This is an optimization exercise on Yosys and OpenROAD, whose aim is small area, not a production implementation.
Only simulation tests tie the RTL to the original design; equivalence was not proved.
Power is estimated from default activity; no workload was simulated.

### flow/flow/run.sh
#!/bin/bash
# Own layout flow: the standard flow, with
#  - the standard synthesis's gates re-mapped for area by abc (registers, full and
#    half adder cells and all names kept: only the gates between them change),
#  - every combinational cell swapped to its smallest drive strength after floorplan
#    (the flow's timing repair upsizes again wherever timing needs it),
#  - port buffers of the smallest buffer cell,
#  - a clock tree of mid-size clock buffers without dummy loads.
# Each tool's output goes to a log file of its own in the work folder.
set -euo pipefail
R=orfs/results/${FLOW_PLATFORM:-sky130hd}/top/base
LIB=$FLOW_HOME/platforms/sky130hd/lib/sky130_fd_sc_hd__tt_025C_1v80.lib
bash standard.sh synth > synth.log 2>&1
cp $R/1_2_yosys.v standard_synth.v
python3 flow/combcells.py $LIB combcells.v dontuse.txt > combcells.log 2>&1
yosys -p "read_liberty -lib $LIB; read_verilog standard_synth.v; read_verilog combcells.v; hierarchy -top top; flatten; delete t:\$scopeinfo; opt -purge; techmap; opt -fast -purge; abc -script flow/remap.abc -liberty $LIB $(cat dontuse.txt); opt_clean -purge; hilomap -singleton -hicell sky130_fd_sc_hd__conb_1 HI -locell sky130_fd_sc_hd__conb_1 LO; splitnets; opt_clean -purge; insbuf -buf sky130_fd_sc_hd__buf_1 A X; tee -o remap_stat.txt stat -liberty $LIB; write_verilog -noattr -noexpr -nohex -nodec remapped.v" > remap.log 2>&1
cp remapped.v $R/1_2_yosys.v
rm -f $R/1_synth.odb $R/1_synth.sdc
bash standard.sh synth > synth_odb.log 2>&1
bash standard.sh floorplan > floorplan.log 2>&1
DS_ODB=$R/2_floorplan.odb openroad -no_init -exit flow/downsize.tcl > downsize.log 2>&1
bash standard.sh finish \
  'BUFFER_PORTS_ARGS=-buffer_cell sky130_fd_sc_hd__buf_1' \
  'CTS_ARGS=-buf_list sky130_fd_sc_hd__clkbuf_8 -sink_clustering_enable -sink_clustering_size 30 -sink_clustering_max_diameter 200 -dont_use_dummy_load -repair_clock_nets' \
  > finish.log 2>&1
### flow/flow/combcells.py
#!/usr/bin/env python3
"""Write Verilog models (one assign each) of the platform's single-output combinational
cells, so that yosys can re-map the synthesized netlist's gates; and the list of
don't-use cells for abc. Usage: combcells.py LIB out.v dontuse.txt"""
import re, sys
lib = open(sys.argv[1]).read()
skip = r'__(fa|ha|fah|conb|tap|fill|decap|diode|probe|lpflow|df|edf|sdf|dl|sedf|clkdly|dlygate|dlymetal|ebuf|einv|clkinvlp|macro)'
out, dont = [], []
for part in re.split(r'\n\s*cell\s*\(', lib)[1:]:
    name = re.match(r'\s*"?(\w+)"?', part).group(1)
    if re.search(r'__(probe|lpflow)', name):
        dont.append(name)
    if re.search(skip, name):
        continue
    ins, outs = [], []
    for m in re.finditer(r'pin\s*\(\s*"?(\w+)"?\s*\)\s*\{(.*?)\n\s*\}', part, re.S):
        body = m.group(2)
        d = re.search(r'direction\s*:\s*"?(\w+)', body)
        if not d:
            continue
        if d.group(1) == 'input':
            ins.append(m.group(1))
        elif d.group(1) == 'output':
            f = re.search(r'function\s*:\s*"([^"]*)"', body)
            outs.append((m.group(1), f.group(1) if f else None))
    if len(outs) != 1 or outs[0][1] is None:
        continue
    o, f = outs[0]
    e = f.replace('!', '~').replace('*', '&').replace('+', '|')
    out.append('module %s(%s);\n%s\n  output %s;\n  assign %s = %s;\nendmodule'
               % (name, ', '.join(ins + [o]), '\n'.join('  input %s;' % i for i in ins), o, o, e))
open(sys.argv[2], 'w').write('\n'.join(out) + '\n')
open(sys.argv[3], 'w').write(' '.join('-dont_use ' + d for d in dont) + '\n')
### flow/flow/downsize.tcl
# Swap every combinational cell for the smallest-area cell of the same family
# (same logic function, lower drive strength). Timing is repaired later by the flow.
read_db $::env(DS_ODB)
set db [ord::get_db]
set block [[$db getChip] getBlock]
set dont_use {}
proc area_of {m} { return [expr {[$m getWidth] * [$m getHeight]}] }
set fam [dict create]
foreach lib [$db getLibs] {
  foreach m [$lib getMasters] {
    set n [$m getName]
    if {[lsearch -exact $dont_use $n] >= 0} continue
    if {![regexp {^(sky130_fd_sc_hd__[a-z0-9]+)_([0-9]+)$} $n -> base drv]} continue
    dict lappend fam $base $m
  }
}
set swapped 0
set saved 0
foreach inst [$block getInsts] {
  set m [$inst getMaster]
  set n [$m getName]
  if {![regexp {^(sky130_fd_sc_hd__[a-z0-9]+)_([0-9]+)$} $n -> base drv]} continue
  if {[regexp {^sky130_fd_sc_hd__(df|edf|sdf|dl|clk|tap|fill|decap|conb|dlygate|dlymetal|lpflow|probe|diode)} $n]} continue
  if {![dict exists $fam $base]} continue
  set best $m
  foreach c [dict get $fam $base] {
    if {[area_of $c] < [area_of $best]} { set best $c }
  }
  if {$best ne $m} {
    set saved [expr {$saved + [area_of $m] - [area_of $best]}]
    $inst swapMaster $best
    incr swapped
  }
}
puts "downsize: swapped $swapped cells, saved [expr {$saved / 1e6}] um2"
write_db $::env(DS_ODB)
### flow/flow/remap.abc
strash
dch
amap
&get -n
&st
&dch
&nf -R 1000
&put
### flow/standard.sh
#!/bin/bash
# synth_recipe.tcl (not shown) runs the flow's synth.tcl, then flattens the netlist and writes it again
# the make line also repeats each setting of config.mk as NAME=value (left out here)
make -C /OpenROAD-flow-scripts/flow DESIGN_CONFIG=/design/flow/config.mk WORK_HOME=/design/flow/orfs CLKGATE_MAP_FILE= SYNTH_SCRIPT=/design/flow/synth_recipe.tcl "${@:-finish}"
### flow/config.mk
export PLATFORM = sky130hd
export DESIGN_NAME = top
export DESIGN_NICKNAME = top
export VERILOG_FILES = /design/flow/design.v
export SDC_FILE = /design/flow/constraint.sdc
export NUM_CORES = 4
export LEC_CHECK = 0
export ABC_AREA = 1
export CAP_MARGIN = 20
export CORE_MARGIN = 2
export CORE_UTILIZATION = 40
export SLEW_MARGIN = 20
export SYNTH_HIERARCHICAL = 1
### flow/constraint.sdc
create_clock -name core_clock -period 50.0 [get_ports {clk}]
set_input_delay 10.0000 -clock core_clock [delete_from_list [all_inputs] [get_ports {clk}]]
set_output_delay 10.0000 -clock core_clock [all_outputs]
set_load 0.01 [all_outputs]
### flow/design.v
module top (
    input clk,
    input rst,
    input up,
    input down,
    input raw_entry,
    input raw_exit,
    input [7:0] rate,
    output [6:0] seg_car,
    output [6:0] seg_cost1,
    output [6:0] seg_cost0,
    output full,
    output empty,
    output alarm
);
    reg [15:0] tm;
    reg [2:0] ph;
    wire [18:0] cnt_d;
    always @(posedge clk or posedge rst) begin
        if (rst) begin
            ph <= 3'd4;
            tm <= 16'd0;
        end else begin
            {tm, ph} <= cnt_d;
        end
    end
    reg e1, e2, ep, x1, x2, xp;
    always @(posedge clk or posedge rst) begin
        if (rst) begin
            e1 <= 1'b0; e2 <= 1'b0; ep <= 1'b0;
            x1 <= 1'b0; x2 <= 1'b0; xp <= 1'b0;
        end else begin
            e1 <= raw_entry; e2 <= e1; ep <= e1 & ~e2;
            x1 <= raw_exit;  x2 <= x1; xp <= x1 & ~x2;
        end
    end
    reg ae, ax, alarm_r;
    reg [1:0] cnt;
    wire is_full = &cnt;
    wire is_empty = ~|cnt;
    always @(posedge clk or posedge rst) begin
        if (rst) begin
            ae <= 1'b0; ax <= 1'b0; alarm_r <= 1'b0;
            cnt <= 2'd0;
        end else begin
            ae <= ep & ~is_full;
            ax <= xp & ~is_empty;
            alarm_r <= (ep & is_full) | (xp & is_empty);
            if (ae & ~ax & ~is_full) cnt <= cnt + 2'd1;
            else if (ax & ~ae & ~is_empty) cnt <= cnt - 2'd1;
        end
    end
    assign alarm = alarm_r;
    assign full = is_full;
    assign empty = is_empty;
    assign seg_car = (cnt == 2'd0) ? 7'b0000001 :
                     (cnt == 2'd1) ? 7'b1001111 :
                     (cnt == 2'd2) ? 7'b0010010 : 7'b0000110;
    reg [1:0] qc, hd, tl;
    reg [15:0] b0, b1, b2;
    reg [15:0] last;
    wire wr = ae & ~&qc;
    wire rd = ax & |qc;
    always @(posedge clk or posedge rst) begin
        if (rst) begin
            qc <= 2'd0; hd <= 2'd0; tl <= 2'd0;
            last <= 16'd0;
        end else begin
            if (wr) begin
                tl <= (tl == 2'd2) ? 2'd0 : tl + 2'd1;
                qc <= qc + 2'd1;
            end
            if (rd) begin
                last <= (hd == 2'd0) ? b0 : (hd == 2'd1) ? b1 : b2;
                hd <= (hd == 2'd2) ? 2'd0 : hd + 2'd1;
                qc <= qc - 2'd1;
            end
        end
    end
    always @(posedge clk) begin
        if (wr && tl == 2'd0) b0 <= tm;
        if (wr && tl == 2'd1) b1 <= tm;
        if (wr && tl == 2'd2) b2 <= tm;
    end
    wire [18:0] cnt_q = {tm, ph};
    assign cnt_d[0] = ~cnt_q[0];
    wire gs1, gc2;
    ha gu3 (.a(cnt_q[1]), .b(cnt_q[0]), .s(gs1), .co(gc2));
    assign cnt_d[1] = gs1;
    wire gs4, gc5;
    ha gu6 (.a(cnt_q[2]), .b(gc2), .s(gs4), .co(gc5));
    assign cnt_d[2] = gs4;
    wire gs7, gc8;
    ha gu9 (.a(cnt_q[3]), .b(gc5), .s(gs7), .co(gc8));
    assign cnt_d[3] = gs7;
    wire gs10, gc11;
    ha gu12 (.a(cnt_q[4]), .b(gc8), .s(gs10), .co(gc11));
    assign cnt_d[4] = gs10;
    wire gs13, gc14;
    ha gu15 (.a(cnt_q[5]), .b(gc11), .s(gs13), .co(gc14));
    assign cnt_d[5] = gs13;
    wire gs16, gc17;
    ha gu18 (.a(cnt_q[6]), .b(gc14), .s(gs16), .co(gc17));
    assign cnt_d[6] = gs16;
    wire gs19, gc20;
    ha gu21 (.a(cnt_q[7]), .b(gc17), .s(gs19), .co(gc20));
    assign cnt_d[7] = gs19;
    wire gs22, gc23;
    ha gu24 (.a(cnt_q[8]), .b(gc20), .s(gs22), .co(gc23));
    assign cnt_d[8] = gs22;
    wire gs25, gc26;
    ha gu27 (.a(cnt_q[9]), .b(gc23), .s(gs25), .co(gc26));
    assign cnt_d[9] = gs25;
    wire gs28, gc29;
    ha gu30 (.a(cnt_q[10]), .b(gc26), .s(gs28), .co(gc29));
    assign cnt_d[10] = gs28;
    wire gs31, gc32;
    ha gu33 (.a(cnt_q[11]), .b(gc29), .s(gs31), .co(gc32));
    assign cnt_d[11] = gs31;
    wire gs34, gc35;
    ha gu36 (.a(cnt_q[12]), .b(gc32), .s(gs34), .co(gc35));
    assign cnt_d[12] = gs34;
    wire gs37, gc38;
    ha gu39 (.a(cnt_q[13]), .b(gc35), .s(gs37), .co(gc38));
    assign cnt_d[13] = gs37;
    wire gs40, gc41;
    ha gu42 (.a(cnt_q[14]), .b(gc38), .s(gs40), .co(gc41));
    assign cnt_d[14] = gs40;
    wire gs43, gc44;
    ha gu45 (.a(cnt_q[15]), .b(gc41), .s(gs43), .co(gc44));
    assign cnt_d[15] = gs43;
    wire gs46, gc47;
    ha gu48 (.a(cnt_q[16]), .b(gc44), .s(gs46), .co(gc47));
    assign cnt_d[16] = gs46;
    wire gs49, gc50;
    ha gu51 (.a(cnt_q[17]), .b(gc47), .s(gs49), .co(gc50));
    assign cnt_d[17] = gs49;
    assign cnt_d[18] = cnt_q[18] ^ gc50;
    wire [15:0] tmn = ~tm;
    wire gs52, gc53;
    fa gu54 (.a(tmn[0]), .b(last[0]), .c(1'b0), .s(gs52), .co(gc53));
    wire gs55, gc56;
    fa gu57 (.a(tmn[1]), .b(last[1]), .c(gc53), .s(gs55), .co(gc56));
    wire gs58, gc59;
    fa gu60 (.a(tmn[2]), .b(last[2]), .c(gc56), .s(gs58), .co(gc59));
    wire gs61, gc62;
    fa gu63 (.a(tmn[3]), .b(last[3]), .c(gc59), .s(gs61), .co(gc62));
    wire gs64, gc65;
    fa gu66 (.a(tmn[4]), .b(last[4]), .c(gc62), .s(gs64), .co(gc65));
    wire gs67, gc68;
    fa gu69 (.a(tmn[5]), .b(last[5]), .c(gc65), .s(gs67), .co(gc68));
    wire gs70, gc71;
    fa gu72 (.a(tmn[6]), .b(last[6]), .c(gc68), .s(gs70), .co(gc71));
    wire gs73, gc74;
    fa gu75 (.a(tmn[7]), .b(last[7]), .c(gc71), .s(gs73), .co(gc74));
    wire gs76, gc77;
    fa gu78 (.a(tmn[8]), .b(last[8]), .c(gc74), .s(gs76), .co(gc77));
    wire gs79, gc80;
    fa gu81 (.a(tmn[9]), .b(last[9]), .c(gc77), .s(gs79), .co(gc80));
    wire gs82, gc83;
    fa gu84 (.a(tmn[10]), .b(last[10]), .c(gc80), .s(gs82), .co(gc83));
    wire gs85, gc86;
    fa gu87 (.a(tmn[11]), .b(last[11]), .c(gc83), .s(gs85), .co(gc86));
    wire gs88, gc89;
    fa gu90 (.a(tmn[12]), .b(last[12]), .c(gc86), .s(gs88), .co(gc89));
    wire gs91, gc92;
    fa gu93 (.a(tmn[13]), .b(last[13]), .c(gc89), .s(gs91), .co(gc92));
    wire gs94, gc95;
    fa gu96 (.a(tmn[14]), .b(last[14]), .c(gc92), .s(gs94), .co(gc95));
    wire gs97, gc98;
    fa gu99 (.a(tmn[15]), .b(last[15]), .c(gc95), .s(gs97), .co(gc98));
    wire ge = ~gc98;
    wire [7:0] rgn = ~(rate & {8{ax & ge}});
    wire gp100 = ~(gs52 | rgn[0]);
    wire gp101 = ~(gs55 | rgn[0]);
    wire gp102 = ~(gs58 | rgn[0]);
    wire gp103 = ~(gs61 | rgn[0]);
    wire gp104 = ~(gs64 | rgn[0]);
    wire gp105 = ~(gs67 | rgn[0]);
    wire gp106 = ~(gs70 | rgn[0]);
    wire gp107 = ~(gs73 | rgn[0]);
    wire gp108 = ~(gs76 | rgn[0]);
    wire gp109 = ~(gs79 | rgn[0]);
    wire gp110 = ~(gs82 | rgn[0]);
    wire gp111 = ~(gs85 | rgn[0]);
    wire gp112 = ~(gs88 | rgn[0]);
    wire gp113 = ~(gs91 | rgn[0]);
    wire gp114 = ~(gs94 | rgn[0]);
    wire gp115 = ~(gs97 | rgn[0]);
    wire gp116 = ~(gs52 | rgn[1]);
    wire gp117 = ~(gs55 | rgn[1]);
    wire gp118 = ~(gs58 | rgn[1]);
    wire gp119 = ~(gs61 | rgn[1]);
    wire gp120 = ~(gs64 | rgn[1]);
    wire gp121 = ~(gs67 | rgn[1]);
    wire gp122 = ~(gs70 | rgn[1]);
    wire gp123 = ~(gs73 | rgn[1]);
    wire gp124 = ~(gs76 | rgn[1]);
    wire gp125 = ~(gs79 | rgn[1]);
    wire gp126 = ~(gs82 | rgn[1]);
    wire gp127 = ~(gs85 | rgn[1]);
    wire gp128 = ~(gs88 | rgn[1]);
    wire gp129 = ~(gs91 | rgn[1]);
    wire gp130 = ~(gs94 | rgn[1]);
    wire gp131 = ~(gs52 | rgn[2]);
    wire gp132 = ~(gs55 | rgn[2]);
    wire gp133 = ~(gs58 | rgn[2]);
    wire gp134 = ~(gs61 | rgn[2]);
    wire gp135 = ~(gs64 | rgn[2]);
    wire gp136 = ~(gs67 | rgn[2]);
    wire gp137 = ~(gs70 | rgn[2]);
    wire gp138 = ~(gs73 | rgn[2]);
    wire gp139 = ~(gs76 | rgn[2]);
    wire gp140 = ~(gs79 | rgn[2]);
    wire gp141 = ~(gs82 | rgn[2]);
    wire gp142 = ~(gs85 | rgn[2]);
    wire gp143 = ~(gs88 | rgn[2]);
    wire gp144 = ~(gs91 | rgn[2]);
    wire gp145 = ~(gs52 | rgn[3]);
    wire gp146 = ~(gs55 | rgn[3]);
    wire gp147 = ~(gs58 | rgn[3]);
    wire gp148 = ~(gs61 | rgn[3]);
    wire gp149 = ~(gs64 | rgn[3]);
    wire gp150 = ~(gs67 | rgn[3]);
    wire gp151 = ~(gs70 | rgn[3]);
    wire gp152 = ~(gs73 | rgn[3]);
    wire gp153 = ~(gs76 | rgn[3]);
    wire gp154 = ~(gs79 | rgn[3]);
    wire gp155 = ~(gs82 | rgn[3]);
    wire gp156 = ~(gs85 | rgn[3]);
    wire gp157 = ~(gs88 | rgn[3]);
    wire gp158 = ~(gs52 | rgn[4]);
    wire gp159 = ~(gs55 | rgn[4]);
    wire gp160 = ~(gs58 | rgn[4]);
    wire gp161 = ~(gs61 | rgn[4]);
    wire gp162 = ~(gs64 | rgn[4]);
    wire gp163 = ~(gs67 | rgn[4]);
    wire gp164 = ~(gs70 | rgn[4]);
    wire gp165 = ~(gs73 | rgn[4]);
    wire gp166 = ~(gs76 | rgn[4]);
    wire gp167 = ~(gs79 | rgn[4]);
    wire gp168 = ~(gs82 | rgn[4]);
    wire gp169 = ~(gs85 | rgn[4]);
    wire gp170 = ~(gs52 | rgn[5]);
    wire gp171 = ~(gs55 | rgn[5]);
    wire gp172 = ~(gs58 | rgn[5]);
    wire gp173 = ~(gs61 | rgn[5]);
    wire gp174 = ~(gs64 | rgn[5]);
    wire gp175 = ~(gs67 | rgn[5]);
    wire gp176 = ~(gs70 | rgn[5]);
    wire gp177 = ~(gs73 | rgn[5]);
    wire gp178 = ~(gs76 | rgn[5]);
    wire gp179 = ~(gs79 | rgn[5]);
    wire gp180 = ~(gs82 | rgn[5]);
    wire gp181 = ~(gs52 | rgn[6]);
    wire gp182 = ~(gs55 | rgn[6]);
    wire gp183 = ~(gs58 | rgn[6]);
    wire gp184 = ~(gs61 | rgn[6]);
    wire gp185 = ~(gs64 | rgn[6]);
    wire gp186 = ~(gs67 | rgn[6]);
    wire gp187 = ~(gs70 | rgn[6]);
    wire gp188 = ~(gs73 | rgn[6]);
    wire gp189 = ~(gs76 | rgn[6]);
    wire gp190 = ~(gs79 | rgn[6]);
    wire gp191 = ~(gs52 | rgn[7]);
    wire gp192 = ~(gs55 | rgn[7]);
    wire gp193 = ~(gs58 | rgn[7]);
    wire gp194 = ~(gs61 | rgn[7]);
    wire gp195 = ~(gs64 | rgn[7]);
    wire gp196 = ~(gs67 | rgn[7]);
    wire gp197 = ~(gs70 | rgn[7]);
    wire gp198 = ~(gs73 | rgn[7]);
    wire gp199 = ~(gs76 | rgn[7]);
    wire gs200, gc201;
    ha gu202 (.a(gp101), .b(gp116), .s(gs200), .co(gc201));
    wire gs203, gc204;
    fa gu205 (.a(gp102), .b(gp117), .c(gp131), .s(gs203), .co(gc204));
    wire gs206, gc207;
    ha gu208 (.a(gc201), .b(gs203), .s(gs206), .co(gc207));
    wire gs209, gc210;
    fa gu211 (.a(gp103), .b(gp118), .c(gp132), .s(gs209), .co(gc210));
    wire gs212, gc213;
    fa gu214 (.a(gp145), .b(gc204), .c(gs209), .s(gs212), .co(gc213));
    wire gs215, gc216;
    ha gu217 (.a(gc207), .b(gs212), .s(gs215), .co(gc216));
    wire gs218, gc219;
    fa gu220 (.a(gp104), .b(gp119), .c(gp133), .s(gs218), .co(gc219));
    wire gs221, gc222;
    fa gu223 (.a(gp146), .b(gp158), .c(gc210), .s(gs221), .co(gc222));
    wire gs224, gc225;
    fa gu226 (.a(gs218), .b(gc213), .c(gs221), .s(gs224), .co(gc225));
    wire gs227, gc228;
    ha gu229 (.a(gc216), .b(gs224), .s(gs227), .co(gc228));
    wire gs230, gc231;
    fa gu232 (.a(gp105), .b(gp120), .c(gp134), .s(gs230), .co(gc231));
    wire gs233, gc234;
    fa gu235 (.a(gp147), .b(gp159), .c(gp170), .s(gs233), .co(gc234));
    wire gs236, gc237;
    fa gu238 (.a(gc219), .b(gs230), .c(gs233), .s(gs236), .co(gc237));
    wire gs239, gc240;
    fa gu241 (.a(gc222), .b(gs236), .c(gc225), .s(gs239), .co(gc240));
    wire gs242, gc243;
    ha gu244 (.a(gc228), .b(gs239), .s(gs242), .co(gc243));
    wire gs245, gc246;
    fa gu247 (.a(gp106), .b(gp121), .c(gp135), .s(gs245), .co(gc246));
    wire gs248, gc249;
    fa gu250 (.a(gp148), .b(gp160), .c(gp171), .s(gs248), .co(gc249));
    wire gs251, gc252;
    fa gu253 (.a(gp181), .b(gc231), .c(gc234), .s(gs251), .co(gc252));
    wire gs254, gc255;
    fa gu256 (.a(gs245), .b(gs248), .c(gc237), .s(gs254), .co(gc255));
    wire gs257, gc258;
    fa gu259 (.a(gs251), .b(gs254), .c(gc240), .s(gs257), .co(gc258));
    wire gs260, gc261;
    ha gu262 (.a(gc243), .b(gs257), .s(gs260), .co(gc261));
    wire gs263, gc264;
    fa gu265 (.a(gp107), .b(gp122), .c(gp136), .s(gs263), .co(gc264));
    wire gs266, gc267;
    fa gu268 (.a(gp149), .b(gp161), .c(gp172), .s(gs266), .co(gc267));
    wire gs269, gc270;
    fa gu271 (.a(gp182), .b(gp191), .c(gc246), .s(gs269), .co(gc270));
    wire gs272, gc273;
    fa gu274 (.a(gc249), .b(gs263), .c(gs266), .s(gs272), .co(gc273));
    wire gs275, gc276;
    fa gu277 (.a(gc252), .b(gs269), .c(gs272), .s(gs275), .co(gc276));
    wire gs278, gc279;
    fa gu280 (.a(gc255), .b(gs275), .c(gc258), .s(gs278), .co(gc279));
    wire gs281, gc282;
    ha gu283 (.a(gc261), .b(gs278), .s(gs281), .co(gc282));
    wire gs284, gc285;
    fa gu286 (.a(gp108), .b(gp123), .c(gp137), .s(gs284), .co(gc285));
    wire gs287, gc288;
    fa gu289 (.a(gp150), .b(gp162), .c(gp173), .s(gs287), .co(gc288));
    wire gs290, gc291;
    fa gu292 (.a(gp183), .b(gp192), .c(gc264), .s(gs290), .co(gc291));
    wire gs293, gc294;
    fa gu295 (.a(gc267), .b(gs284), .c(gs287), .s(gs293), .co(gc294));
    wire gs296, gc297;
    fa gu298 (.a(gc270), .b(gc273), .c(gs290), .s(gs296), .co(gc297));
    wire gs299, gc300;
    fa gu301 (.a(gs293), .b(gc276), .c(gs296), .s(gs299), .co(gc300));
    wire gs302, gc303;
    fa gu304 (.a(gs299), .b(gc279), .c(gc282), .s(gs302), .co(gc303));
    wire gs305, gc306;
    fa gu307 (.a(gp109), .b(gp124), .c(gp138), .s(gs305), .co(gc306));
    wire gs308, gc309;
    fa gu310 (.a(gp151), .b(gp163), .c(gp174), .s(gs308), .co(gc309));
    wire gs311, gc312;
    fa gu313 (.a(gp184), .b(gp193), .c(gc285), .s(gs311), .co(gc312));
    wire gs314, gc315;
    fa gu316 (.a(gc288), .b(gs305), .c(gs308), .s(gs314), .co(gc315));
    wire gs317, gc318;
    fa gu319 (.a(gc291), .b(gc294), .c(gs311), .s(gs317), .co(gc318));
    wire gs320, gc321;
    fa gu322 (.a(gs314), .b(gc297), .c(gs317), .s(gs320), .co(gc321));
    wire gs323, gc324;
    fa gu325 (.a(gc300), .b(gs320), .c(gc303), .s(gs323), .co(gc324));
    wire gs326, gc327;
    fa gu328 (.a(gp110), .b(gp125), .c(gp139), .s(gs326), .co(gc327));
    wire gs329, gc330;
    fa gu331 (.a(gp152), .b(gp164), .c(gp175), .s(gs329), .co(gc330));
    wire gs332, gc333;
    fa gu334 (.a(gp185), .b(gp194), .c(gc306), .s(gs332), .co(gc333));
    wire gs335, gc336;
    fa gu337 (.a(gc309), .b(gs326), .c(gs329), .s(gs335), .co(gc336));
    wire gs338, gc339;
    fa gu340 (.a(gc312), .b(gc315), .c(gs332), .s(gs338), .co(gc339));
    wire gs341, gc342;
    fa gu343 (.a(gs335), .b(gc318), .c(gs338), .s(gs341), .co(gc342));
    wire gs344, gc345;
    fa gu346 (.a(gc321), .b(gs341), .c(gc324), .s(gs344), .co(gc345));
    wire gs347, gc348;
    fa gu349 (.a(gp111), .b(gp126), .c(gp140), .s(gs347), .co(gc348));
    wire gs350, gc351;
    fa gu352 (.a(gp153), .b(gp165), .c(gp176), .s(gs350), .co(gc351));
    wire gs353, gc354;
    fa gu355 (.a(gp186), .b(gp195), .c(gc327), .s(gs353), .co(gc354));
    wire gs356, gc357;
    fa gu358 (.a(gc330), .b(gs347), .c(gs350), .s(gs356), .co(gc357));
    wire gs359, gc360;
    fa gu361 (.a(gc333), .b(gc336), .c(gs353), .s(gs359), .co(gc360));
    wire gs362, gc363;
    fa gu364 (.a(gs356), .b(gc339), .c(gs359), .s(gs362), .co(gc363));
    wire gs365, gc366;
    fa gu367 (.a(gc342), .b(gs362), .c(gc345), .s(gs365), .co(gc366));
    wire gs368, gc369;
    fa gu370 (.a(gp112), .b(gp127), .c(gp141), .s(gs368), .co(gc369));
    wire gs371, gc372;
    fa gu373 (.a(gp154), .b(gp166), .c(gp177), .s(gs371), .co(gc372));
    wire gs374, gc375;
    fa gu376 (.a(gp187), .b(gp196), .c(gc348), .s(gs374), .co(gc375));
    wire gs377, gc378;
    fa gu379 (.a(gc351), .b(gs368), .c(gs371), .s(gs377), .co(gc378));
    wire gs380, gc381;
    fa gu382 (.a(gc354), .b(gc357), .c(gs374), .s(gs380), .co(gc381));
    wire gs383, gc384;
    fa gu385 (.a(gs377), .b(gc360), .c(gs380), .s(gs383), .co(gc384));
    wire gs386, gc387;
    fa gu388 (.a(gc363), .b(gs383), .c(gc366), .s(gs386), .co(gc387));
    wire gs389, gc390;
    fa gu391 (.a(gp113), .b(gp128), .c(gp142), .s(gs389), .co(gc390));
    wire gs392, gc393;
    fa gu394 (.a(gp155), .b(gp167), .c(gp178), .s(gs392), .co(gc393));
    wire gs395, gc396;
    fa gu397 (.a(gp188), .b(gp197), .c(gc369), .s(gs395), .co(gc396));
    wire gs398, gc399;
    fa gu400 (.a(gc372), .b(gs389), .c(gs392), .s(gs398), .co(gc399));
    wire gs401, gc402;
    fa gu403 (.a(gc375), .b(gc378), .c(gs395), .s(gs401), .co(gc402));
    wire gs404, gc405;
    fa gu406 (.a(gs398), .b(gc381), .c(gs401), .s(gs404), .co(gc405));
    wire gs407, gc408;
    fa gu409 (.a(gc384), .b(gs404), .c(gc387), .s(gs407), .co(gc408));
    wire gs410, gc411;
    fa gu412 (.a(gp114), .b(gp129), .c(gp143), .s(gs410), .co(gc411));
    wire gs413, gc414;
    fa gu415 (.a(gp156), .b(gp168), .c(gp179), .s(gs413), .co(gc414));
    wire gs416, gc417;
    fa gu418 (.a(gp189), .b(gp198), .c(gc390), .s(gs416), .co(gc417));
    wire gs419, gc420;
    fa gu421 (.a(gc393), .b(gs410), .c(gs413), .s(gs419), .co(gc420));
    wire gs422, gc423;
    fa gu424 (.a(gc396), .b(gc399), .c(gs416), .s(gs422), .co(gc423));
    wire gs425, gc426;
    fa gu427 (.a(gs419), .b(gc402), .c(gs422), .s(gs425), .co(gc426));
    wire gs428, gc429;
    fa gu430 (.a(gc405), .b(gs425), .c(gc408), .s(gs428), .co(gc429));
    wire gx431 = gp115 ^ gp130;
    wire gx432 = gp144 ^ gp157;
    wire gx433 = gp169 ^ gp180;
    wire gx434 = gp190 ^ gp199;
    wire gx435 = gx431 ^ gx432;
    wire gx436 = gx433 ^ gx434;
    wire gx437 = gc411 ^ gc414;
    wire gx438 = gx435 ^ gx436;
    wire gx439 = gx437 ^ gx438;
    wire gx440 = gc417 ^ gc420;
    wire gx441 = gx439 ^ gx440;
    wire gx442 = gc423 ^ gx441;
    wire gx443 = gx442 ^ gc426;
    wire gx444 = gx443 ^ gc429;
    wire [1:0] xl = {gs200, gp100};
    wire gi445 = ~gs227;
    wire gi446 = ~gs242;
    wire gi447 = ~gs302;
    wire gi448 = ~gs323;
    wire gi449 = ~gs386;
    wire gi450 = ~gs407;
    wire gs451, gc452;
    fa gu453 (.a(gs206), .b(gi445), .c(gs260), .s(gs451), .co(gc452));
    wire gs454, gc455;
    fa gu456 (.a(gi447), .b(gs344), .c(gi449), .s(gs454), .co(gc455));
    wire gs457, gc458;
    fa gu459 (.a(gs428), .b(gs451), .c(gs454), .s(gs457), .co(gc458));
    wire gs460, gc461;
    fa gu462 (.a(gs215), .b(gi446), .c(gs281), .s(gs460), .co(gc461));
    wire gs463, gc464;
    fa gu465 (.a(gi448), .b(gs365), .c(gi450), .s(gs463), .co(gc464));
    wire gs466, gc467;
    fa gu468 (.a(gx444), .b(gc452), .c(gc455), .s(gs466), .co(gc467));
    wire gs469, gc470;
    fa gu471 (.a(gs460), .b(gs463), .c(gc458), .s(gs469), .co(gc470));
    wire gs472, gc473;
    ha gu474 (.a(gs466), .b(gs469), .s(gs472), .co(gc473));
    wire gs475, gc476;
    fa gu477 (.a(gc461), .b(gc464), .c(gc467), .s(gs475), .co(gc476));
    wire gs478, gc479;
    fa gu480 (.a(gc470), .b(gs475), .c(gc473), .s(gs478), .co(gc479));
    wire gs481, gc482;
    ha gu483 (.a(gc476), .b(gc479), .s(gs481), .co(gc482));
    wire [4:0] rs = {gc482, gs481, gs478, gs472, gs457};
    wire [2:0] r;
    wire [2:0] cr;
    tab_r u_r (.i(rs), .o({r, cr}));
    wire gi484 = ~gs260;
    wire gi485 = ~gs428;
    wire gi486 = ~gx444;
    wire gs487, gc488;
    fa gu489 (.a(gs227), .b(gs281), .c(gs323), .s(gs487), .co(gc488));
    wire gs490, gc491;
    fa gu492 (.a(gs344), .b(gi485), .c(gs487), .s(gs490), .co(gc491));
    wire gs493, gc494;
    ha gu495 (.a(gs490), .b(cr[0]), .s(gs493), .co(gc494));
    wire gs496, gc497;
    fa gu498 (.a(gs242), .b(gi484), .c(gi447), .s(gs496), .co(gc497));
    wire gs499, gc500;
    fa gu501 (.a(gs365), .b(gi486), .c(gc488), .s(gs499), .co(gc500));
    wire gs502, gc503;
    fa gu504 (.a(gs496), .b(gc491), .c(gs499), .s(gs502), .co(gc503));
    wire gs505, gc506;
    fa gu507 (.a(cr[1]), .b(gc494), .c(gs502), .s(gs505), .co(gc506));
    wire gs508, gc509;
    fa gu510 (.a(gc497), .b(gc500), .c(cr[2]), .s(gs508), .co(gc509));
    wire gs511, gc512;
    fa gu513 (.a(gc503), .b(gs508), .c(gc506), .s(gs511), .co(gc512));
    wire gs514, gc515;
    ha gu516 (.a(gc509), .b(gc512), .s(gs514), .co(gc515));
    wire [4:0] qs = {gc515, gs514, gs511, gs505, gs493};
    wire [2:0] q;
    tab_q u_q (.i(qs), .o(q));
    wire [7:0] u;
    tab_units u_units (.i({r, xl}), .o(u));
    tab_tens u_tens (.i({q, u[7]}), .o(seg_cost1));
    assign seg_cost0 = u[6:0];
endmodule
module fa (input a, input b, input c, output s, output co);
    assign s = a ^ b ^ c;
    assign co = (a & b) | (c & (a ^ b));
endmodule
module ha (input a, input b, output s, output co);
    assign s = a ^ b;
    assign co = a & b;
endmodule
module tab_r (input [4:0] i, output [5:0] o);
    wire g_new_n12;
    wire g_new_n13;
    wire g_new_n14;
    wire g_new_n15;
    wire g_new_n16;
    wire g_new_n17;
    wire g_new_n18;
    wire g_new_n19;
    wire g_new_n20;
    wire g_new_n21;
    wire g_new_n22;
    wire g_new_n23;
    wire g_new_n24;
    wire g_new_n25;
    wire g_new_n26;
    wire g_new_n27;
    wire g_new_n28;
    wire g_new_n29;
    wire g_new_n30;
    wire g_new_n31;
    wire g_new_n32;
    wire g_new_n33;
    wire g_new_n35;
    wire g_new_n36;
    wire g_new_n39;
    wire g_new_n41;
    assign g_new_n12 = (~i[1]);
    assign g_new_n13 = (~i[3]&~g_new_n12);
    assign g_new_n14 = (~i[2]);
    assign g_new_n15 = (~i[4]&~g_new_n14);
    assign g_new_n16 = (~i[3]);
    assign g_new_n17 = (~i[1]&~g_new_n16);
    assign g_new_n18 = (~i[4]&~g_new_n17);
    assign g_new_n19 = (~g_new_n14&~g_new_n12);
    assign g_new_n20 = (~g_new_n19);
    assign g_new_n21 = (~i[3]&~g_new_n20) | (~i[2]&~g_new_n18);
    assign g_new_n22 = (~g_new_n21);
    assign g_new_n23 = (~g_new_n13&~g_new_n15) | (~g_new_n22);
    assign g_new_n24 = (~i[4]&~g_new_n17) | (~i[1]&~g_new_n17);
    assign g_new_n25 = (~g_new_n23) | (~g_new_n24);
    assign g_new_n26 = (~i[0]);
    assign g_new_n27 = (~g_new_n15) | (~g_new_n16);
    assign g_new_n28 = (~i[2]&~i[1]) | (~g_new_n16);
    assign g_new_n29 = (~g_new_n28&~g_new_n19) | (~i[4]&~g_new_n19);
    assign g_new_n30 = (~g_new_n29) | (~g_new_n27);
    assign g_new_n31 = (~g_new_n26&~g_new_n30);
    assign g_new_n32 = (~g_new_n30);
    assign g_new_n33 = (~i[0]&~g_new_n22) | (~i[0]&~g_new_n32) | (~g_new_n24&~g_new_n22) | (~g_new_n24&~g_new_n32);
    assign o[5] = (~g_new_n31&~g_new_n33) | (~g_new_n25);
    assign g_new_n35 = (~g_new_n24&~g_new_n32);
    assign g_new_n36 = (~i[0]&~g_new_n23);
    assign o[4] = (~i[0]&~g_new_n35&~g_new_n36) | (~g_new_n21&~g_new_n35&~g_new_n36);
    assign o[3] = (~g_new_n31&~g_new_n33);
    assign g_new_n39 = (~g_new_n19&~i[4]) | (~i[3]&~i[4]);
    assign o[2] = (~g_new_n39&~g_new_n35);
    assign g_new_n41 = (~g_new_n29) | (~i[3]);
    assign o[1] = (~g_new_n41) | (~g_new_n27);
    assign o[0] = (~g_new_n21&~g_new_n30) | (~g_new_n26&~g_new_n30);
endmodule
module tab_q (input [4:0] i, output [2:0] o);
    wire g_new_n9;
    wire g_new_n10;
    wire g_new_n11;
    wire g_new_n12;
    wire g_new_n13;
    wire g_new_n14;
    wire g_new_n15;
    wire g_new_n16;
    wire g_new_n17;
    wire g_new_n18;
    wire g_new_n19;
    wire g_new_n20;
    wire g_new_n21;
    wire g_new_n23;
    wire g_new_n25;
    wire g_new_n26;
    wire g_new_n27;
    wire g_new_n28;
    assign g_new_n9 = (~i[4]);
    assign g_new_n10 = (~i[0]);
    assign g_new_n11 = (~i[2]&~g_new_n10);
    assign g_new_n12 = (~i[3]&~i[1]&~g_new_n9) | (~g_new_n11);
    assign g_new_n13 = (~i[3]);
    assign g_new_n14 = (~i[4]&~i[1]&~g_new_n13);
    assign g_new_n15 = (~i[4]&~g_new_n14) | (~g_new_n13&~g_new_n14);
    assign g_new_n16 = (~i[2]);
    assign g_new_n17 = (~g_new_n13) | (~i[1]);
    assign g_new_n18 = (~g_new_n16&~g_new_n17) | (~g_new_n15);
    assign g_new_n19 = (~i[4]&~g_new_n10);
    assign g_new_n20 = (~g_new_n16&~g_new_n19) | (~g_new_n10&~g_new_n19);
    assign g_new_n21 = (~g_new_n20) | (~g_new_n9);
    assign o[2] = (~g_new_n21&~g_new_n18) | (~g_new_n12&~g_new_n15);
    assign g_new_n23 = (~g_new_n11&~g_new_n14) | (~g_new_n12);
    assign o[1] = (~g_new_n17&~g_new_n20) | (~g_new_n23);
    assign g_new_n25 = (~g_new_n12&~g_new_n15);
    assign g_new_n26 = (~g_new_n11&~g_new_n14) | (~g_new_n19);
    assign g_new_n27 = (~g_new_n16&~g_new_n15);
    assign g_new_n28 = (~g_new_n18) | (~g_new_n10);
    assign o[0] = (~g_new_n27&~g_new_n28) | (~g_new_n25&~g_new_n26);
endmodule
module tab_units (input [4:0] i, output [7:0] o);
    wire g_new_n14;
    wire g_new_n15;
    wire g_new_n16;
    wire g_new_n17;
    wire g_new_n18;
    wire g_new_n19;
    wire g_new_n21;
    wire g_new_n22;
    wire g_new_n23;
    wire g_new_n24;
    wire g_new_n25;
    wire g_new_n26;
    wire g_new_n27;
    wire g_new_n29;
    wire g_new_n30;
    wire g_new_n31;
    wire g_new_n34;
    wire g_new_n35;
    wire g_new_n38;
    wire g_new_n40;
    assign g_new_n14 = (~i[4]) | (~i[2]);
    assign g_new_n15 = (~i[2]);
    assign g_new_n16 = (~i[3]);
    assign g_new_n17 = (~i[1]);
    assign g_new_n18 = (~g_new_n16&~g_new_n17) | (~i[4]&~i[2]);
    assign g_new_n19 = (~g_new_n18) | (~i[3]) | (~g_new_n15);
    assign o[7] = (~i[3]&~g_new_n14) | (~g_new_n19);
    assign g_new_n21 = (~i[4]&~g_new_n17) | (~g_new_n18);
    assign g_new_n22 = (~g_new_n21);
    assign g_new_n23 = (~g_new_n22) | (~i[0]);
    assign g_new_n24 = (~g_new_n16&~g_new_n17);
    assign g_new_n25 = (~i[3]&~i[1]&~g_new_n14);
    assign g_new_n26 = (~g_new_n14&~g_new_n24&~g_new_n25);
    assign g_new_n27 = (~g_new_n26);
    assign o[3] = (~i[0]&~g_new_n27) | (~g_new_n23);
    assign g_new_n29 = (~i[2]&~g_new_n17);
    assign g_new_n30 = (~g_new_n16&~g_new_n29);
    assign g_new_n31 = (~g_new_n22) | (~g_new_n30);
    assign o[6] = (o[3]&g_new_n31);
    assign o[5] = (~g_new_n27&~o[3]) | (~g_new_n31&~o[3]);
    assign g_new_n34 = (~i[4]&~i[3]);
    assign g_new_n35 = (~g_new_n29&~g_new_n25) | (~g_new_n34&~g_new_n25);
    assign o[4] = (~i[0]&~g_new_n35);
    assign o[1] = (~g_new_n23) | (~g_new_n35);
    assign g_new_n38 = (~o[1]) | (~i[0]);
    assign o[2] = (~g_new_n38) | (~g_new_n27);
    assign g_new_n40 = (~i[3]&~g_new_n22) | (~g_new_n15&~g_new_n22);
    assign o[0] = (~g_new_n40&~o[5]);
endmodule
module tab_tens (input [3:0] i, output [6:0] o);
    wire g_new_n12;
    wire g_new_n13;
    wire g_new_n14;
    wire g_new_n15;
    wire g_new_n16;
    wire g_new_n17;
    wire g_new_n18;
    wire g_new_n20;
    wire g_new_n22;
    wire g_new_n23;
    wire g_new_n26;
    wire g_new_n28;
    assign g_new_n12 = (~i[0]);
    assign g_new_n13 = (~i[2]&~i[1]);
    assign g_new_n14 = (~i[3]);
    assign g_new_n15 = (~g_new_n14) | (~i[0]);
    assign g_new_n16 = (~i[2]);
    assign g_new_n17 = (~i[1]&~g_new_n16);
    assign g_new_n18 = (~g_new_n17);
    assign o[2] = (~i[3]&~g_new_n18) | (~g_new_n15);
    assign g_new_n20 = (~g_new_n12&~g_new_n13) | (~o[2]);
    assign o[6] = (~g_new_n20);
    assign g_new_n22 = (~i[1]);
    assign g_new_n23 = (~g_new_n14) | (~g_new_n12) | (~i[2]);
    assign o[5] = (~g_new_n15&~g_new_n18) | (~g_new_n22&~g_new_n23);
    assign o[4] = (~i[3]&~i[2]&~i[0]&~g_new_n22);
    assign g_new_n26 = (~g_new_n14) | (~i[2]) | (~i[1]) | (~i[0]);
    assign o[3] = (~g_new_n20) | (~g_new_n26);
    assign g_new_n28 = (~g_new_n16&~i[0]) | (~i[1]&~i[0]);
    assign o[1] = (~i[3]&~g_new_n17&~g_new_n28);
    assign o[0] = (~i[2]&~i[1]) | (~g_new_n26);
endmodule
==> run notes <==
## cell type report
| class | instances | area share, % |
|---|---|---|
| clock buffers | 9 | 1.675 |
| multi-input cells | 429 | 53.49 |
| flip-flops and latches | 100 | 37.11 |
| inverters | 37 | 1.878 |
| well taps | 220 | 3.723 |
| repair buffers | 38 | 2.132 |
## power groups by stage
stage | Sequential (mW) | Clock [mW] | Combinational [mW]
2_1_floorplan | 0.111 | 0 | 0.0505
3_3_place_gp | 0.113 | 0 | 0.0733
3_5_place_dp | 0.114 | 0 | 0.0745
4_1_cts | 0.113 | 0.0423 | 0.0746
5_1_grt | 0.115 | 0.0456 | 0.0818
6_report | 0.113 | 0.0412 | 0.0740
## per-stage QoR
step	util [%]	setup WS [ns]
after floorplan	-	18.76
after global placement	43.66	18.07
after detailed placement	43.66	17.83
after CTS	44.40	17.82
after global routing	44.43	17.03
final	44.43	17.79
## how the worst min path moves through the flow
stage,startpoint,to,depth (start not counted)
after global placement,x1,x2,0
after detailed placement,x1,x2,0
after floorplan,e1,e2,0
after CTS,x1,x2,0
after global routing,x1,x2,0
final,x1,x2,0
## metal layers
metal / share of wire, % / wire [µm] / GRT usage, %
met5: 0 / 0 / 0
met4: 1.7 / 235 / 6.842
met3: 3.6 / 485 / 2.402
met2: 50 / 6810 / 27.81
met1: 45 / 6049 / 20.04
## cell usage in the layout (no fill, tap or decap), drive strengths merged, types with 2 or more instances in the layout
cell,count
nor2,136
fa,103
dfrtp,51
edfxtp,48
nand2,42
buf,38
clkinv,36
ha,33
a21oi,19
xnor2,12
nor2b,11
a31oi,10
a22oi,9
a222oi,9
clkbuf,9
o21ai,7
xor2,6
nor3,6
nand2b,5
nand3,3
and2,2
o21a,2
mux2,2
a21o,2
conb,2
## state kept, by name, summed over array words and instances (netlist names), 2 cells and up
register  count
qc            2
tm           16
hd            2
b0           16
b1           16
cnt           2
b2           16
tl            2
ph            3
last         16
==> implementation parameters <==
Parameter                              Value

Status
  Result of the run ... no timing/DRC/antenna violations

Routing
  Final routed wire length divided by cell count ... approximately 16 µm
  Count of TritonRoute iterations in the first routing pass ... 5
  Final wirelength ... around 14,000 µm
  Number of DRC markers in iteration 0 ... 200
  Remaining routing DRC violations ... 0
  DR vias ... 4,300
  Number of vias per cell ... approximately 5.2
  Remaining antenna violation count after routing ... 0

Power
  Internal power of the cells ... about 0.14 mW
  Maximum resistive drop on vdd ... between 0.000015 and 0.00002 V
  Total power consumption of the routed design ... between 0.2 and 0.25 mW
  Power density cells ... 30.81 mW/mm²
  Power spent charging and discharging nets ... roughly 0.086 mW
  Share of total power consumed by net switching ... a little under two fifths
  Share of total power in combinational logic ... between 30% and 40%
  Clock share of power ... 18.1%
  Sequential cell fraction of total power ... approximately 49%
  Pleak ... roughly 3.3 nW

CTS
  Number of clock sinks ... 100
  Clock latency on the worst-skew pair ... between 0.3 and 0.4 ns
  Clock transition time at the flip-flop clock pins of the worst setup and hold paths ... around 0.07 ns
  Maximum buffer depth of the clock tree ... 2
  Number of gates resized after CTS ... 0
  TritonCTS clock tree ... built
  Post-CTS Repair Setup Buffers ... 0
  Root Driver ... sky130_fd_sc_hd__clkbuf_8
  Total clock buffers created by CTS ... 9
  Number of levels in the clock H-tree ... 3
  Count of hold-fix buffers inserted at cts ... 0

Timing
  Hold Vio Cnt, Final ... 0
  Final Hold Slack ... 0.3743 ns
  Final Critical Period ... between 30 and 40 ns
  Setup repair after global routing missed its margin ... false
  Number of endpoints failing setup at the final stage ... 0
  Share of the clock period used by the worst path after layout ... between 60% and 70%
  Max-slew headroom at the worst pin ... 26.95%
  F_max ... 31.05 MHz
  Final setup skew ... around 0.024 ns
  Slew of the pin with the lowest slew margin ... approximately 1.1 ns
  Total negative slack ... 0 ns
  Max Transition Viols Final ... 0

Cells and area
  Storage element area ... 0.002744 mm²
  NumNets Final ... about 770
  Fraction of final layout cells with drive strength greater than 1 ... under 10%
  Multi-input combinational cell area ... a little under 0.004 mm²
  Area growth from synthesis to final layout ... 8.401%
  # fillers ... 1,539
  Number of diodes added for antenna fixing ... 0
  Number of standard cells in the final layout excluding fillers ... roughly 830
  Post-route cell area ... approximately 0.0074 mm²

Worst setup path
  Worst reg2reg setup slack ... roughly 46 ns
  Nature of the critical path endpoint ... output port
  Cell type group with the largest total delay on the critical path ... adder cells
  Path length in cells of the critical path ... between 40 and 50
  Arrival time of data at the critical path endpoint ... around 22 ns
  Library cell contributing the largest single delay on the critical path ... sky130_fd_sc_hd__fa_1
  Crit path to ... seg_cost1[3]
  Number of cells traversed by the worst register-to-register path ... 18
  Slowest Stage Delay on Critical Path ... about 0.53 ns
  Startpoint types ... primary input
  Cell repeated most along the worst path ... sky130_fd_sc_hd__fa_1
  Maximum fanout along the worst path ... 16
  Startpoint of the most critical register-to-register path ... ph[1]
  Buffers and inverters on the worst path ... 2
  Worst flop-to-flop path endpoint ... tm[15]
  Path type of the worst setup path ... primary input to output port
  CP required ... around 40 ns
  Beginning of the critical path ... rate[0]

Placement
  GP Congestion ... roughly 0.81
  Instance count after placement with tap cells included ... about 820
  Count of port buffers added during placement ... 34
  Cell area reported after detailed placement ... 0.007266 mm²
  Half-perimeter wire length of the detailed placement result ... between 10,000 and 15,000 µm

Hold path
  Path type of the worst min-delay path ... flop to flop

Die
  Effective utilization at floorplan ... between 40% and 50%
  Rows ... between 40 and 50
  Die area ... approximately 0.018 mm²
  Total I/O pin count ... 38
  Chip height ... approximately 130 µm
  Horiz. Die Dim ... 134.6 µm
  Area of the core region ... ~0.017 mm²

Synth
  Total standard cell area after synthesis ... 0.006822 mm²
  Cell count after synthesis ... ~570
  Count of synthesis-stage warnings from yosys ... 7
  Mapped Avg Cell Area ... between 10 and 15 µm²

GRT
  Via count of the first global-routing pass ... 4,576
  Largest net degree at the start of global routing ... between 50 and 60
  Number of antenna violations at the first check in global routing ... 0
  Global-route wire length before repair ... 22,450 µm
  GR Overflow Total ... 0
  Global-route usage over all layers ... around 16%

Run
  Max Cap Violations ... 0

what the ideal ports hide:
Ports are ideal in the flow. The routed layout listed here was re-timed in OpenROAD. Step 1 sets driving cells, clkbuf_16 on the clock port and buf_2 on the other inputs (assumed; they add their load-dependent delay and slew). Step 2 moves the port delays by t, midway between the first and last clock arrival at a register: inputs arrive t later, outputs are due t later. That takes back most of the time a late clock gives input paths. a / b / c = ideal / step 1 / step 2; a / b = the first two.
t (ns): 0.404
setup WS [ns]: 17.794 / 17.772 / 17.772
worst setup path at the end: input to output
latest minus earliest clock arrival (ns): 0.024 / 0.024
worst data-port slew with drivers (ns): 0.03
After both steps this run still meets setup and hold. The setup slack of this run moves by -0.022 ns with the drivers and by -0.022 ns with both steps.
